What follows belongs to an exercise in optimizing a design on an open flow for small area and a short achievable clock period; a production flow would make more cautious choices. The RTL was checked by simulation tests, not by an equivalence proof against the original design. No activity file was given, so power comes from the tool's default toggle rates.

## sensor_trace
module sensor_trace # (parameter DW=512)
(
    input clk, resetn,
    input[31:0] cycles_per_frame,
    input[31:0] frame_header,
    input[7:0]  tracer_value,
    input[7:0]  tracer_enable,
    input[2:0]  tracer_index,
    output[31:0] rd_tracer_cell,
    input[31:0] wr_tracer_cell,
    input       wr_tracer_cell_wstrobe,
    input      [DW-1:0] lvds_in,
    output reg [DW-1:0] lvds_out,
    output sof
);
Size in the first run: about 2700 cells after synthesis, about 290 flip-flops.
export LEC_CHECK = 0
export CAP_MARGIN = 20
export CORE_MARGIN = 2
export CORE_UTILIZATION = 20
export PLACE_DENSITY = 0.35
export SETUP_SLACK_MARGIN = 2.5
export SLEW_MARGIN = 20
export SYNTH_HIERARCHICAL = 1
export SYNTH_MINIMUM_KEEP_SIZE = 0
create_clock -name core_clock -period 10.0 [get_ports {clk}]
standard.sh (not shown) runs the stock make flow with config.mk's settings and CLKGATE_MAP_FILE= SYNTH_SCRIPT=/design/flow/synth_recipe.tcl, a recipe that flattens the netlist after the stock synthesis.
==> flow/flow/run.sh <==
#!/bin/bash
# Standard ORFS layout, with the port buffers made from the smallest buffer
# cell instead of the delay cell buffer_ports picks by default.
set -euo pipefail
export BUFFER_PORTS_ARGS="-buffer_cell sky130_fd_sc_hd__buf_1"
bash standard.sh > standard_flow.log 2>&1
The baseline completed with no timing, DRC or antenna violations.
Next try:
==> flow/flow/run.sh (replaced) <==
#!/bin/bash
# Standard ORFS layout, with the port buffers made from the smallest buffer
# cell (buffer_ports otherwise picks a delay cell) and IO pins allowed on
# every routing track, so the die need not grow to fit 1175 pins.
set -euo pipefail
export BUFFER_PORTS_ARGS="-buffer_cell sky130_fd_sc_hd__buf_1"
export PLACE_PINS_ARGS="-min_distance 1 -min_distance_in_tracks"
bash standard.sh > standard_flow.log 2>&1
- CORE_UTILIZATION: 20 -> 30
- PLACE_DENSITY: 0.35 -> 0.45
- SETUP_SLACK_MARGIN: 2.5 -> not set
Effect: This time the run failed in global routing. Synthesized area stays the same. Synthesized cell count stays the same.
Next try:
- SETUP_SLACK_MARGIN: not set -> 3
The new run died in global routing with GRT-0116; synthesized cell count is unchanged; synthesized area stays the same.

* * *

## alpha
The RTL this note starts from:
==> flow/design.v <==
module sensor_trace # (parameter DW=512)
(
    input clk, resetn,
    input[31:0] cycles_per_frame,
    input[31:0] frame_header,
    input[7:0]  tracer_value,
    input[7:0]  tracer_enable,
    input[2:0]  tracer_index,
    output[31:0] rd_tracer_cell,
    input[31:0] wr_tracer_cell,
    input       wr_tracer_cell_wstrobe,
    input      [DW-1:0] lvds_in,
    output reg [DW-1:0] lvds_out,
    output sof
);
localparam NB = DW/8;
reg [31:0] cell0, cell1, cell2, cell3, cell4, cell5, cell6, cell7;
wire [7:0] idx_hot = 8'd1 << tracer_index;
always @(posedge clk) begin
    if (wr_tracer_cell_wstrobe & idx_hot[0]) cell0 <= wr_tracer_cell;
    if (wr_tracer_cell_wstrobe & idx_hot[1]) cell1 <= wr_tracer_cell;
    if (wr_tracer_cell_wstrobe & idx_hot[2]) cell2 <= wr_tracer_cell;
    if (wr_tracer_cell_wstrobe & idx_hot[3]) cell3 <= wr_tracer_cell;
    if (wr_tracer_cell_wstrobe & idx_hot[4]) cell4 <= wr_tracer_cell;
    if (wr_tracer_cell_wstrobe & idx_hot[5]) cell5 <= wr_tracer_cell;
    if (wr_tracer_cell_wstrobe & idx_hot[6]) cell6 <= wr_tracer_cell;
    if (wr_tracer_cell_wstrobe & idx_hot[7]) cell7 <= wr_tracer_cell;
end
assign rd_tracer_cell = ({32{idx_hot[0]}} & cell0) | ({32{idx_hot[1]}} & cell1)
                      | ({32{idx_hot[2]}} & cell2) | ({32{idx_hot[3]}} & cell3)
                      | ({32{idx_hot[4]}} & cell4) | ({32{idx_hot[5]}} & cell5)
                      | ({32{idx_hot[6]}} & cell6) | ({32{idx_hot[7]}} & cell7);
reg [31:0] fc;
wire fc_lo = (fc[31:2] == 30'd0);
reg [7:0] hb;
always @* begin
    case (fc[1:0])
        2'd0: hb = frame_header[7:0];
        2'd1: hb = frame_header[15:8];
        2'd2: hb = frame_header[23:16];
        default: hb = frame_header[31:24];
    endcase
end
wire [7:0] lane_all1, lane_all0;
genvar k, b;
for (k = 0; k < 8; k = k + 1) begin : g_lane
    wire [NB-1:0] lane;
    for (b = 0; b < NB; b = b + 1) begin : g_bit
        assign lane[b] = lvds_in[8*b + k];
    end
    assign lane_all1[k] = &lane;
    assign lane_all0[k] = ~|lane;
end
wire hmatch = &((hb & lane_all1) | (~hb & lane_all0));
wire [31:0] fc_inc = fc + 32'd1;
wire fc_clear = fc_lo ? ~hmatch : (fc_inc == cycles_per_frame);
always @(posedge clk) begin
    if (~resetn | fc_clear)
        fc <= 32'd0;
    else
        fc <= fc_inc;
end
assign sof = (fc == 32'd4);
wire fc_hi0 = (fc[31:26] == 6'd0);
wire [31:0] cells [0:7];
assign cells[0] = cell0; assign cells[1] = cell1;
assign cells[2] = cell2; assign cells[3] = cell3;
assign cells[4] = cell4; assign cells[5] = cell5;
assign cells[6] = cell6; assign cells[7] = cell7;
wire [7:0] act;
wire [7:0] hi_hot [0:7];
wire [7:0] lo_hot [0:7];
genvar i;
for (i = 0; i < 8; i = i + 1) begin : g_tr
    assign act[i] = tracer_enable[i] & fc_hi0 & (fc[25:0] == cells[i][31:6]);
    assign hi_hot[i] = {8{act[i]}} & (8'd1 << cells[i][5:3]);
    assign lo_hot[i] = 8'd1 << cells[i][2:0];
end
wire [NB-1:0] sel;
for (b = 0; b < NB; b = b + 1) begin : g_sel
    assign sel[b] = (hi_hot[0][b/8] & lo_hot[0][b%8]) | (hi_hot[1][b/8] & lo_hot[1][b%8])
                  | (hi_hot[2][b/8] & lo_hot[2][b%8]) | (hi_hot[3][b/8] & lo_hot[3][b%8])
                  | (hi_hot[4][b/8] & lo_hot[4][b%8]) | (hi_hot[5][b/8] & lo_hot[5][b%8])
                  | (hi_hot[6][b/8] & lo_hot[6][b%8]) | (hi_hot[7][b/8] & lo_hot[7][b%8]);
end
integer j;
always @* begin
    for (j = 0; j < NB; j = j + 1)
        lvds_out[8*j +: 8] = sel[j] ? tracer_value : lvds_in[8*j +: 8];
end
endmodule
==> flow/config.mk <==
export PLATFORM = sky130hd
export DESIGN_NAME = sensor_trace
export DESIGN_NICKNAME = sensor_trace
export VERILOG_FILES = /design/flow/design.v
export SDC_FILE = /design/flow/constraint.sdc
export NUM_CORES = 4
export LEC_CHECK = 0
export CAP_MARGIN = 20
export CORE_MARGIN = 2
export CORE_UTILIZATION = 40
export PLACE_DENSITY = 0.55
export SETUP_SLACK_MARGIN = 4
export SLEW_MARGIN = 20
==> flow/constraint.sdc <==
create_clock -name core_clock -period 10.0 [get_ports {clk}]
set_input_delay 2.0000 -clock core_clock [delete_from_list [all_inputs] [get_ports {clk}]]
set_output_delay 2.0000 -clock core_clock [all_outputs]
set_load 0.01 [all_outputs]
==> flow/flow/run.sh <==
#!/bin/bash
# Standard ORFS layout, with the port buffers made from the smallest buffer
# cell (buffer_ports otherwise picks a delay cell) and IO pins allowed on
# every routing track, so the die need not grow to fit 1175 pins.
set -euo pipefail
export BUFFER_PORTS_ARGS="-buffer_cell sky130_fd_sc_hd__buf_1"
export PLACE_PINS_ARGS="-min_distance 1 -min_distance_in_tracks"
bash standard.sh > standard_flow.log 2>&1
global routing (5_1_grt): alpha exited with error
[inputs] beta vs alpha
- SETUP_SLACK_MARGIN no longer set, was 4
==> flow/flow/run.sh <==
#!/bin/bash
# Standard ORFS layout, with the port buffers made from the smallest buffer cell
# instead of the delay cell buffer_ports picks by default.
set -euo pipefail
export BUFFER_PORTS_ARGS="-buffer_cell sky130_fd_sc_hd__buf_1"
bash standard.sh > standard_flow.log 2>&1
### Flow results
- No final results exist for beta, since it was stopped by error PPL-0024 during I/O pin placement (3_2_place_iop).
- Status(alpha) = ERROR, stage = global routing (5_1_grt)
- beta -> alpha: number of cell rows delta 0, exact match
- On die outline height, alpha and beta are basically level.
- Diff beta..alpha | register bit count reported by yosys | negligible
Relative to beta, the following input files were edited for gamma:
==> flow/flow/run.sh <==
#!/bin/bash
# Standard ORFS layout, with the port buffers made from the smallest buffer
# cell (buffer_ports otherwise picks a delay cell) and IO pins allowed on
# every routing track, so the die need not grow to fit 1175 pins.
set -euo pipefail
export BUFFER_PORTS_ARGS="-buffer_cell sky130_fd_sc_hd__buf_1"
export PLACE_PINS_ARGS="-min_distance 1 -min_distance_in_tracks"
bash standard.sh > standard_flow.log 2>&1
==> summary.txt <==
- global routing (5_1_grt): gamma exited with error
- Changes observed in gamma relative to beta: row count ~0 delta, total standard cell area after synthesis barely changed.
- Re effective utilization at floorplan: no difference whatsoever between beta and gamma.

* * *

sensor_trace, a different RTL version from the one above (not shown whole).
For scale: about 3100 cells after synthesis, about 1200 I/O pins.
export LEC_CHECK = 0
export CAP_MARGIN = 30
export CORE_MARGIN = 2
export CORE_UTILIZATION = 30
export CTS_BUF_LIST = sky130_fd_sc_hd__clkbuf_8
export PLACE_DENSITY = 0.45
export SETUP_SLACK_MARGIN = 4.5
export SLEW_MARGIN = 20
export SYNTH_HIERARCHICAL = 1
export SYNTH_MINIMUM_KEEP_SIZE = 0
export TNS_END_PERCENT = 5
create_clock -name core_clock -period 10.0 [get_ports {clk}]
==> flow/flow/run.sh <==
#!/bin/bash
# ORFS layout through the standard.sh, with these changes:
# - synthesis: the standard script, with ABC's mapping script swapped
#   per module (flow/abc_override.tcl);
# - port buffers made from the smallest buffer cell (buffer_ports otherwise
#   picks a delay cell);
# - IO pins at least 0.68 um apart (every met3 track, every second met2
#   track), and the data bus pins ordered
#   byte by byte (flow/pins.tcl).
set -euo pipefail
here=$PWD
export MY_ABC_AREA="$here/flow/abc_area.script"
export MY_ABC_MAP="$here/flow/abc_map.script"
export BUFFER_PORTS_ARGS="-buffer_cell sky130_fd_sc_hd__buf_1"
export PLACE_PINS_ARGS="-min_distance 0.68"
export PRE_IO_PLACEMENT_TCL="$here/flow/pins.tcl"
cat flow/abc_override.tcl synth_recipe.tcl > my_synth.tcl
sed "s#SYNTH_SCRIPT=[^ ]*#SYNTH_SCRIPT=$here/my_synth.tcl#" standard.sh > my_standard.sh
grep -q "SYNTH_SCRIPT=$here/my_synth.tcl" my_standard.sh
bash my_standard.sh > standard_flow.log 2>&1
Other scripts of this flow, unchanged in this note and not shown: flow/flow/abc_area.script, flow/flow/abc_map.script, flow/flow/abc_override.tcl, flow/flow/pins.tcl
Next try:
CTS_CLUSTER_DIAMETER = 60   (was default)
CTS_CLUSTER_SIZE = 12   (was default)
SETUP_SLACK_MARGIN = 4.25   (was 4.5)
TNS_END_PERCENT = default   (was 5)
First-iteration DRC count goes down by 7.5%.
Wire length goes down by 3.6%.
Setup slack degrades by 0.28 ns.
Global-route usage goes down by 1.4 points.
Next try:
--- a/flow/flow/run.sh
+++ b/flow/flow/run.sh
@@ -5,4 +5,6 @@
 # - port buffers made from the smallest buffer cell (buffer_ports otherwise
 #   picks a delay cell);
+# - power recovery (gate downsizing off the critical paths) after global
+#   routing;
 # - IO pins at least 0.68 um apart (every met3 track, every second met2
 #   track), and the data bus pins ordered
@@ -14,4 +16,5 @@
 export BUFFER_PORTS_ARGS="-buffer_cell sky130_fd_sc_hd__buf_1"
 export PLACE_PINS_ARGS="-min_distance 0.68"
+export RECOVER_POWER=50
 export PRE_IO_PLACEMENT_TCL="$here/flow/pins.tcl"
 cat flow/abc_override.tcl synth_recipe.tcl > my_synth.tcl
CTS_CLUSTER_DIAMETER = default   (was 60)
CTS_CLUSTER_SIZE = default   (was 12)
- The changed run finished but fails on capacitance limit, slew limit
- clock skew drops by 0.014 ns
- cell area grows by 0.44%
- non-clock buffer count does not change
Next try:
--- a/flow/flow/run.sh
+++ b/flow/flow/run.sh
@@ -5,6 +5,4 @@
 # - port buffers made from the smallest buffer cell (buffer_ports otherwise
 #   picks a delay cell);
-# - power recovery (gate downsizing off the critical paths) after global
-#   routing;
 # - IO pins at least 0.68 um apart (every met3 track, every second met2
 #   track), and the data bus pins ordered
@@ -16,5 +14,4 @@
 export BUFFER_PORTS_ARGS="-buffer_cell sky130_fd_sc_hd__buf_1"
 export PLACE_PINS_ARGS="-min_distance 0.68"
-export RECOVER_POWER=50
 export PRE_IO_PLACEMENT_TCL="$here/flow/pins.tcl"
 cat flow/abc_override.tcl synth_recipe.tcl > my_synth.tcl
Outcome:
- The changed run ran to the end with no violations
- total power barely changes
- critical path depth does not change
- first-iteration DRC count went down by 2.6%
- clock power is about the same
- final area went up by 0.86%
- wire length is about the same
- global-route usage is unchanged
- combinational power went up by about 1%
- final cell count stays flat
Next try:
--- a/flow/flow/run.sh
+++ b/flow/flow/run.sh
@@ -5,6 +5,5 @@
 # - port buffers made from the smallest buffer cell (buffer_ports otherwise
 #   picks a delay cell);
-# - IO pins at least 0.68 um apart (every met3 track, every second met2
-#   track), and the data bus pins ordered
+# - IO pins allowed on every routing track, and the data bus pins ordered
 #   byte by byte (flow/pins.tcl).
 set -euo pipefail
@@ -13,5 +12,5 @@
 export MY_ABC_MAP="$here/flow/abc_map.script"
 export BUFFER_PORTS_ARGS="-buffer_cell sky130_fd_sc_hd__buf_1"
-export PLACE_PINS_ARGS="-min_distance 0.68"
+export PLACE_PINS_ARGS="-min_distance 1 -min_distance_in_tracks"
 export PRE_IO_PLACEMENT_TCL="$here/flow/pins.tcl"
 cat flow/abc_override.tcl synth_recipe.tcl > my_synth.tcl
SETUP_SLACK_MARGIN = 4   (was 4.25)
Worst hold slack improved by 0.018 ns.
Fmax came out lower by 6.4%.
Worst setup slack got worse by 0.40 ns.
Register-to-register slack got worse by 0.15 ns.
Next try:
--- a/flow/flow/run.sh
+++ b/flow/flow/run.sh
@@ -5,5 +5,6 @@
 # - port buffers made from the smallest buffer cell (buffer_ports otherwise
 #   picks a delay cell);
-# - IO pins allowed on every routing track, and the data bus pins ordered
+# - IO pins at least 0.68 um apart (every met3 track, every second met2
+#   track), and the data bus pins ordered
 #   byte by byte (flow/pins.tcl).
 set -euo pipefail
@@ -12,5 +13,5 @@
 export MY_ABC_MAP="$here/flow/abc_map.script"
 export BUFFER_PORTS_ARGS="-buffer_cell sky130_fd_sc_hd__buf_1"
-export PLACE_PINS_ARGS="-min_distance 1 -min_distance_in_tracks"
+export PLACE_PINS_ARGS="-min_distance 0.68"
 export PRE_IO_PLACEMENT_TCL="$here/flow/pins.tcl"
 cat flow/abc_override.tcl synth_recipe.tcl > my_synth.tcl
CORE_UTILIZATION = 40   (was 30)
PLACE_DENSITY = 0.55   (was 0.45)
Synthesized area does not change.
Routed wire length falls by 11%.
Power is about the same.
Register-to-register slack got worse by 0.14 ns.
Utilization is higher by 13 points.
Final area drops by 1.1%.
Non-clock buffer count rose by 2.

-- separate check: timing with driven ports --
How much do the figures lean on ideal ports? The routed layouts below were timed once more, with nothing changed but the port constraints.
Step 1: set_driving_cell puts a clkbuf_16 on clk and a buf_2 on each other input, an assumption about the parent block.
Step 2 also shifts input and output timing later by t, the mid clock arrival at the registers, as if the neighbouring blocks saw the same clock.
a / b / c = no drivers / after step 1 / after step 2; a / b = the first two.
run	t, ns	slack for setup (ns)	worst hold slack (ns)	worst data-port slew with drivers (ns)	cell pins on the clock port's net
the first run of note 1	0.615	2.511 / 2.460 / 2.837	0.621 / 0.621 / 0.621	0.61	1
the first run of note 3	0.720	4.388 / 4.290 / 3.811	0.503 / 0.503 / 0.503	0.20	1
the second run of note 3	0.683	4.109 / 4.010 / 3.952	0.498 / 0.498 / 0.498	0.19	1
the third run of note 3	0.724	2.112 / 2.081 / 2.081	0.496 / 0.496 / 0.496	0.21	1
the fourth run of note 3	0.720	4.227 / 4.175 / 3.971	0.496 / 0.496 / 0.496	0.20	1
the fifth run of note 3	0.746	3.831 / 3.735 / 3.735	0.514 / 0.514 / 0.514	0.21	1
the sixth run of note 3	0.716	3.899 / 3.791 / 3.791	0.511 / 0.511 / 0.511	0.22	1
For the first run of note 3, which loses most, drivers alone change the setup slack by -0.098 ns; drivers and shift together by -0.577 ns.
